Context: an optimization exercise on an open-source flow, tuned for small area and a short achievable clock period. The choices shown serve that exercise and are no tape-out recipe.
In this exercise RTL edits were held to simulation tests only and were not proved equivalent to the original.

--- flow/run.sh ---
#!/bin/bash
# synth_recipe.tcl (not shown) runs the flow's synth.tcl, then flattens the netlist and writes it again
# the make line also repeats each setting of config.mk as NAME=value (left out here)
make -C /OpenROAD-flow-scripts/flow DESIGN_CONFIG=/design/flow/config.mk WORK_HOME=/design/flow/orfs CLKGATE_MAP_FILE= SYNTH_SCRIPT=/design/flow/synth_recipe.tcl finish
--- flow/config.mk ---
export PLATFORM = sky130hd
export DESIGN_NAME = mas_mul_vedic_32x32
export DESIGN_NICKNAME = mas_mul_vedic_32x32
export VERILOG_FILES = /design/flow/design.v
export SDC_FILE = /design/flow/constraint.sdc
export NUM_CORES = 4
export LEC_CHECK = 0
export CAP_MARGIN = 20
export CORE_MARGIN = 2
export CORE_UTILIZATION = 40
export SLEW_MARGIN = 20
--- flow/constraint.sdc ---
create_clock -name core_clock -period 25.0 [get_ports {clk}]
set_input_delay 5.0000 -clock core_clock [delete_from_list [all_inputs] [get_ports {clk}]]
set_output_delay 5.0000 -clock core_clock [all_outputs]
set_load 0.01 [all_outputs]
--- flow/design.v ---
module mas_ripple_carry_adder_4b (
  input  [3:0] in1,
  input  [3:0] in2,
  input        cin,
  output       cout,
  output [3:0] res
);
wire  [3:0] c  ;
wire  [3:0] tmp;
assign c[0]   = ( in1[0] & in2[0] ) | ( in1[0] ^ in2[0] ) & cin;
assign res[0] = ( in1[0] ^ in2[0] ) ^ cin;
assign c[1]   = ( in1[1] & in2[1] ) | ( in1[1] ^ in2[1] ) & c[0];
assign res[1] = ( in1[1] ^ in2[1] ) ^ c[0];
assign c[2]   = ( in1[2] & in2[2] ) | ( in1[2] ^ in2[2] ) & c[1];
assign res[2] = ( in1[2] ^ in2[2] ) ^ c[1];
assign cout   = ( in1[3] & in2[3] ) | ( in1[3] ^ in2[3] ) & c[2];
assign res[3] = ( in1[3] ^ in2[3] ) ^ c[2];
endmodule
module mas_ripple_carry_adder_8b (
  input  [7:0] in1,
  input  [7:0] in2,
  input        cin,
  output       cout,
  output [7:0] res
);
wire        c  ;
mas_ripple_carry_adder_4b 
rca0 
(
.in1(in1[3:0]), 
.in2(in2[3:0]), 
.cin(cin), 
.cout(c), 
.res(res[3:0])
);
mas_ripple_carry_adder_4b 
rca1 
(
.in1(in1[7:4]), 
.in2(in2[7:4]), 
.cin(c), 
.cout(cout), 
.res(res[7:4])
);
endmodule
module mas_ripple_carry_adder_16b (
  input  [15:0] in1,
  input  [15:0] in2,
  input        cin,
  output       cout,
  output [15:0] res
);
wire        c  ;
mas_ripple_carry_adder_8b 
rca0 
(
.in1(in1[7:0]), 
.in2(in2[7:0]), 
.cin(cin), 
.cout(c), 
.res(res[7:0])
);
mas_ripple_carry_adder_8b 
rca1 
(
.in1(in1[15:8]), 
.in2(in2[15:8]), 
.cin(c), 
.cout(cout), 
.res(res[15:8])
);
endmodule
module mas_ripple_carry_adder_32b (
  input  [31:0] in1,
  input  [31:0] in2,
  input        cin,
  output       cout,
  output [31:0] res
);
wire        c  ;
mas_ripple_carry_adder_16b 
rca0 
(
.in1(in1[15:0]), 
.in2(in2[15:0]), 
.cin(cin), 
.cout(c), 
.res(res[15:0])
);
mas_ripple_carry_adder_16b 
rca1 
(
.in1(in1[31:16]), 
.in2(in2[31:16]), 
.cin(c), 
.cout(cout), 
.res(res[31:16])
);
endmodule
module mas_mul_vedic_2x2 (
  input  [1:0] in1,
  input  [1:0] in2,
  output [3:0] res
);
assign res[0] =  in1[0] & in2[0];
assign res[1] = (in1[1] & in2[0]) ^ ( in1[0] & in2[1] );
assign res[2] = (in1[0] & in2[1]) & ( in1[1] & in2[0] ) ^ ( in1[1] & in2[1] );
assign res[3] = (in1[0] & in2[1]) & ( in1[1] & in2[0] ) & ( in1[1] & in2[1] );
endmodule
module mas_mul_vedic_4x4 (
  input  [3:0] in1,
  input  [3:0] in2,
  output [7:0] res
);
wire  [3:0] mulv_out0;
wire  [3:0] mulv_out1;
wire  [3:0] mulv_out2;
wire  [3:0] mulv_out3;
wire  [1:0] rca_cout ;
wire  [3:0] rca_out0 ;
wire  [3:0] rca_out1 ;
mas_mul_vedic_2x2 mulv_2b_0 (.in1(in1[1:0]),.in2(in2[1:0]),.res(mulv_out0));
mas_mul_vedic_2x2 mulv_2b_1 (.in1(in1[1:0]),.in2(in2[3:2]),.res(mulv_out1));
mas_mul_vedic_2x2 mulv_2b_2 (.in1(in1[3:2]),.in2(in2[1:0]),.res(mulv_out2));
mas_mul_vedic_2x2 mulv_2b_3 (.in1(in1[3:2]),.in2(in2[3:2]),.res(mulv_out3));
mas_ripple_carry_adder_4b 
add_4b_0 
(
.in1(mulv_out1),
.in2(mulv_out2),
.cin(1'b0),
.cout(rca_cout[0]),
.res(rca_out0)
);
mas_ripple_carry_adder_4b 
add_4b_1 
(
.in1({2'b0,mulv_out0[3:2]}),
.in2(rca_out0),
.cin(1'b0),
.cout(rca_cout[1]),
.res(rca_out1)
);
mas_ripple_carry_adder_4b 
add_4b_2 
(
.in1({1'b0,(rca_cout[0]|rca_cout[1]),rca_out1[3:2]}),
.in2(mulv_out3),
.cin(1'b0),
.cout(),
.res(res[7:4])
);
assign res[1:0] = mulv_out0[1:0];
assign res[3:2] = rca_out1[1:0] ;
endmodule
module mas_mul_vedic_8x8 (
  input  [7:0] in1,
  input  [7:0] in2,
  output [15:0] res
);
wire  [7:0] mulv_out0;
wire  [7:0] mulv_out1;
wire  [7:0] mulv_out2;
wire  [7:0] mulv_out3;
wire  [1:0] rca_cout ;
wire  [7:0] rca_out0 ;
wire  [7:0] rca_out1 ;
mas_mul_vedic_4x4 mulv_4b_0 (.in1(in1[3:0]),.in2(in2[3:0]),.res(mulv_out0));
mas_mul_vedic_4x4 mulv_4b_1 (.in1(in1[3:0]),.in2(in2[7:4]),.res(mulv_out1));
mas_mul_vedic_4x4 mulv_4b_2 (.in1(in1[7:4]),.in2(in2[3:0]),.res(mulv_out2));
mas_mul_vedic_4x4 mulv_4b_3 (.in1(in1[7:4]),.in2(in2[7:4]),.res(mulv_out3));
mas_ripple_carry_adder_8b 
add_8b_0 
(
.in1(mulv_out1),
.in2(mulv_out2),
.cin(1'b0),
.cout(rca_cout[0]),
.res(rca_out0)
);
mas_ripple_carry_adder_8b 
add_8b_1 
(
.in1({4'b0,mulv_out0[7:4]}),
.in2(rca_out0),
.cin(1'b0),
.cout(rca_cout[1]),
.res(rca_out1)
);
mas_ripple_carry_adder_8b 
add_8b_2 
(
.in1({3'b0,(rca_cout[0]|rca_cout[1]),rca_out1[7:4]}),
.in2(mulv_out3),
.cin(1'b0),
.cout(),
.res(res[15:8])
);
assign res[3:0] = mulv_out0[3:0];
assign res[7:4] = rca_out1[3:0] ;
endmodule
module mas_mul_vedic_16x16 (
  input  [15:0] in1,
  input  [15:0] in2,
  output [31:0] res
);
wire  [15:0] mulv_out0;
wire  [15:0] mulv_out1;
wire  [15:0] mulv_out2;
wire  [15:0] mulv_out3;
wire  [1:0] rca_cout ;
wire  [15:0] rca_out0 ;
wire  [15:0] rca_out1 ;
mas_mul_vedic_8x8 mulv_8b_0 (.in1(in1[7:0]),.in2(in2[7:0]),.res(mulv_out0));
mas_mul_vedic_8x8 mulv_8b_1 (.in1(in1[7:0]),.in2(in2[15:8]),.res(mulv_out1));
mas_mul_vedic_8x8 mulv_8b_2 (.in1(in1[15:8]),.in2(in2[7:0]),.res(mulv_out2));
mas_mul_vedic_8x8 mulv_8b_3 (.in1(in1[15:8]),.in2(in2[15:8]),.res(mulv_out3));
mas_ripple_carry_adder_16b 
add_16b_0 
(
.in1(mulv_out1),
.in2(mulv_out2),
.cin(1'b0),
.cout(rca_cout[0]),
.res(rca_out0)
);
mas_ripple_carry_adder_16b 
add_16b_1 
(
.in1({8'b0,mulv_out0[15:8]}),
.in2(rca_out0),
.cin(1'b0),
.cout(rca_cout[1]),
.res(rca_out1)
);
mas_ripple_carry_adder_16b 
add_16b_2 
(
.in1({7'b0,(rca_cout[0]|rca_cout[1]),rca_out1[15:8]}),
.in2(mulv_out3),
.cin(1'b0),
.cout(),
.res(res[31:16])
);
assign res[7:0] = mulv_out0[7:0];
assign res[15:8] = rca_out1[7:0] ;
endmodule
module mas_mul_vedic_32x32 (
  input               clk,
  input               rstn,
  input        [31:0] in1,
  input        [31:0] in2,
  output logic [63:0] res
);
logic [31:0] in1_r;
logic [31:0] in2_r;
wire  [31:0] mulv_out0;
wire  [31:0] mulv_out1;
wire  [31:0] mulv_out2;
wire  [31:0] mulv_out3;
wire  [1:0]  rca_cout ;
wire  [31:0] rca_out0 ;
wire  [31:0] rca_out1 ;
wire  [63:0] res_w    ;
mas_mul_vedic_16x16 mulv_16b_0 (.in1(in1_r[15:0]), .in2(in2_r[15:0]), .res(mulv_out0));
mas_mul_vedic_16x16 mulv_16b_1 (.in1(in1_r[15:0]), .in2(in2_r[31:16]),.res(mulv_out1));
mas_mul_vedic_16x16 mulv_16b_2 (.in1(in1_r[31:16]),.in2(in2_r[15:0]), .res(mulv_out2));
mas_mul_vedic_16x16 mulv_16b_3 (.in1(in1_r[31:16]),.in2(in2_r[31:16]),.res(mulv_out3));
mas_ripple_carry_adder_32b 
add_32b_0 
(
.in1(mulv_out1),
.in2(mulv_out2),
.cin(1'b0),
.cout(rca_cout[0]),
.res(rca_out0)
);
mas_ripple_carry_adder_32b 
add_32b_1 
(
.in1({16'b0,mulv_out0[31:16]}),
.in2(rca_out0),
.cin(1'b0),
.cout(rca_cout[1]),
.res(rca_out1)
);
mas_ripple_carry_adder_32b 
add_32b_2 
(
.in1({15'b0,(rca_cout[0]|rca_cout[1]),rca_out1[31:16]}),
.in2(mulv_out3),
.cin(1'b0),
.cout(),
.res(res_w[63:32])
);
assign res_w[15:0] = mulv_out0[15:0];
assign res_w[31:16] = rca_out1[15:0] ;
always_ff@(posedge clk, negedge rstn)
begin
  if(!rstn)
  begin
    in1_r <= '0;
    in2_r <= '0;
    res   <= '0;
  end
  else 
  begin
    in1_r <= in1;
    in2_r <= in2;
    res   <= res_w;
  end
end
endmodule
==> summary.txt <==
-- worst max path at each step --
stage	from	end	slack, ns	depth (start not counted)
after detailed placement	in1_r[0]$_DFF_PN0_	res[63]$_DFF_PN0_	-0.29	76
after global routing	in1_r[1]$_DFF_PN0_	res[63]$_DFF_PN0_	-0.03	78
after CTS	in1_r[0]$_DFF_PN0_	res[63]$_DFF_PN0_	0.008	76
after global placement	in1_r[0]$_DFF_PN0_	res[63]$_DFF_PN0_	-0.12	76
after floorplan	in1_r[1]$_DFF_PN0_	res[63]$_DFF_PN0_	0.93	77
final	in1_r[0]$_DFF_PN0_	res[63]$_DFF_PN0_	0.84	78
-- per-layer routing --
metal,track usage [%],vias to the layer above,wire [um]
met5,0,-,0
met4,3.21,0,1060
met3,2.12,52,3660
met2,33.9,302,51700
met1,26.6,14583,49300
li1,-,13930,-
-- synth_stat cells --
library cell	number	area share (%)
sky130_fd_sc_hd__nand2b_1	2	0.027
sky130_fd_sc_hd__and2_1	1024	14
sky130_fd_sc_hd__ha_1	1077	29
sky130_fd_sc_hd__xor2_1	51	0.97
sky130_fd_sc_hd__clkbuf_1	192	1.6
sky130_fd_sc_hd__inv_1	1399	11
sky130_fd_sc_hd__nor2b_1	83	1.1
sky130_fd_sc_hd__dfrtp_1	128	6.9
sky130_fd_sc_hd__xnor3_1	1	0.049
sky130_fd_sc_hd__fa_1	790	34
sky130_fd_sc_hd__xnor2_1	32	0.61
-- stage by stage --
stage	util, %	hold WS (ns)	std cells	cell area, um2
2_1_floorplan	-	0.716	4779	46200
3_5_place_dp	43.0	0.710	6300	49200
4_1_cts	43.5	0.725	6332	49800
3_3_place_gp	43.0	0.714	6300	49200
5_1_grt	43.6	0.768	6333	49800
6_report	43.6	0.719	6338	49900
-- critical path, delay by kind of cell, from the launching register on --
family | cells | cell delay, ns
buffers and inverters | 6 | 0.37
adders and majority gates | 69 | 22.83
and+or+nand+nor | 1 | 0.16
xor gates and xnor gates | 2 | 0.29
DFF | 1 | 0.37
-- registers in the layout, summed over array words and instances (netlist names) --
register / cells
in1_r: 32
in2_r: 32
res: 64
-- kinds of logic (layout without fill, tap and decap cells) --
group                    count (synthesis)  count (layout)  synth area share (%)
AND/OR/NAND/NOR                       1109            1109                  15.0
other                                    0               6                     0
XOR/XNOR                                84              84                  1.62
buffers and inverters                 1591            1632                  12.9
flip-flops                             128             128                  6.94
adder cells (fa/ha/maj)               1867            1867                  63.5
-- repair_timing --
item                       CTS  global route
pin swaps                    2             4
setup buffers                0             0
setup endpoints to repair    3             5
gates resized for setup      7            21
-- area by class of cell --
| type | count | area [um2] | area share (%) |
|---|---|---|---|
| multi-input cells | 3060 | 37000 | 74.3 |
| repair buffers | 201 | 1830 | 3.68 |
| well taps | 1512 | 1890 | 3.79 |
| diodes | 6 | 15.0 | 0.0301 |
| clock inverters | 11 | 154 | 0.309 |
| flip-flops and latches | 128 | 3200 | 6.43 |
| inverters | 1399 | 5250 | 10.5 |
| clock buffers | 21 | 460 | 0.924 |
==> impl_results.md <==
* Final setup vio count at 0
* Clock latency of the later-clocked register in the worst-skew pair at 0.55 ns
* Number of vias per cell at 4.55
* Synth-to-layout area growth at 8.03%
* Max Fanout on Critical Path at 2
* Cell at the root of the clock tree: sky130_fd_sc_hd__clkbuf_16
* Total routed wirelength at 106 mm
* Largest net degree at the start of global routing at 58
* Routed via count at 28867
* Die H at 344 um
* Worst-Margin Slew at 0.920 ns
* Synthesized instance count at 4779
* Syn avg cell area at 9.66 um2
* Wirelength per Cell at 16.7 um
* Commonest non-fill, non-tap cells in the layout: sky130_fd_sc_hd__inv_1 (1399), sky130_fd_sc_hd__ha_1 (1076), sky130_fd_sc_hd__and2_1 (1024)
* Number of port buffers at 129
* Most used cell along the critical path: sky130_fd_sc_hd__fa_1
* Die X-Extent at 344 um
* Setup total negative slack at 0 ns
* CP arrival at 24.58 ns
* Die Footprint at 0.118 mm2
* Critical path class: register to register
* Worst slew margin relative to its limit at 38.7%
* Core region area at 0.114 mm2
* Clock slew at the register clock pins of the worst setup and hold paths at 0.06 ns
* Number of pins exceeding their max-slew limit in the final report at 0
* Sequential area share after synthesis at 6.94%
* Row count at 124
* Quantity of hold-fixing buffers added after cts at 0
* Num ports at 130
* Syn nets at 6712
* Sort of element at the end of the critical path: register
* Number of cells traversed by the worst register-to-register path at 78
* Result of the run: timing/DRC/antenna clean
* Hold Crit Start: in2_r[0]$_DFF_PN0_
* Fill cell total of the finished layout at 11103
* Fin worst setup slack at 0.837 ns
* GRT Resource Usage Total at 19.5%
* Final Critical Period at 24.16 ns
* Cell area after synthesis at 0.0462 mm2
* Fraction of final layout cells with drive strength greater than 1 at 2.74%
* Antenna viol nets, final at 0
* Worst reg2reg setup slack at 0.84 ns
* Net count reported at finish at 6740
* Maximum cell stage delay along the critical path at 0.53 ns
* Dpl hpwl at 84.6 mm
* Most common cell after layout, fill and taps aside: sky130_fd_sc_hd__inv_1
* Library cell contributing the largest single delay on the critical path: sky130_fd_sc_hd__fa_2
* Max-cap violations at 0
* Number of register bits inferred by synthesis at 128
* Longest Clk Path Bufs at 2
* CTS buffer count at 17
* Worst Skew at 0.0266 ns
* Worst setup slack after placement at -0.291 ns
* Remaining Overflow, GRT at 0
* Critical Path Start Type: register
* Cell variety after synth at 11
* Maximum level of the CTS H-tree at 4
* DRT Pass-1 Iters at 5
* Path class of the lowest-slack min-delay path: register to register
* WHS Path Cells at 3
* Endpoint of the worst hold path: res[1]$_DFF_PN0_
* Achievable Freq at 41.4 MHz
* End of the worst register-to-register path: res[63]$_DFF_PN0_
* Beginning of the worst register-to-register path: in1_r[0]$_DFF_PN0_
* Antenna violations before repair at 14
* Routability cong. at 0.843
* Final cycle utilization of the critical path at 96.7%
* Required @ worst endpoint at 25.41 ns
* Initial DRC Count at 923
* YS warnings at 1
* Global-route wire length before repair at 176 mm
* Final Hold Violating Endpoints at 0
* Clock tree from TritonCTS: yes
* Initial core utilization at 40.4%
* TritonCTS sink count at 128
* Number of global-route vias before repair at 31990
* DRC violations left at 0

[what the ideal ports hide]
In the flow no input, the clock included, has a driving cell. The finished layout below was timed again as built, in two steps.
Step 1, drivers: a clkbuf_16 drives clk and a buf_2 each remaining input, both assumed.
Step 2, shift: input delay + t, output delay - t, t = (earliest + latest rising clock arrival at the registers) / 2. This alone moves slack from input paths to output paths.
Slacks: no drivers / after step 1 / after step 2; pairs: no drivers / after step 1.
t (ns): 0.603
setup slack, ns: 0.837 / 0.837 / 0.837
worst setup path at the end: register to register
After both steps setup and hold are still met in this run. The setup slack of this run moves by 0.000 ns with the drivers and by 0.000 ns with both steps.
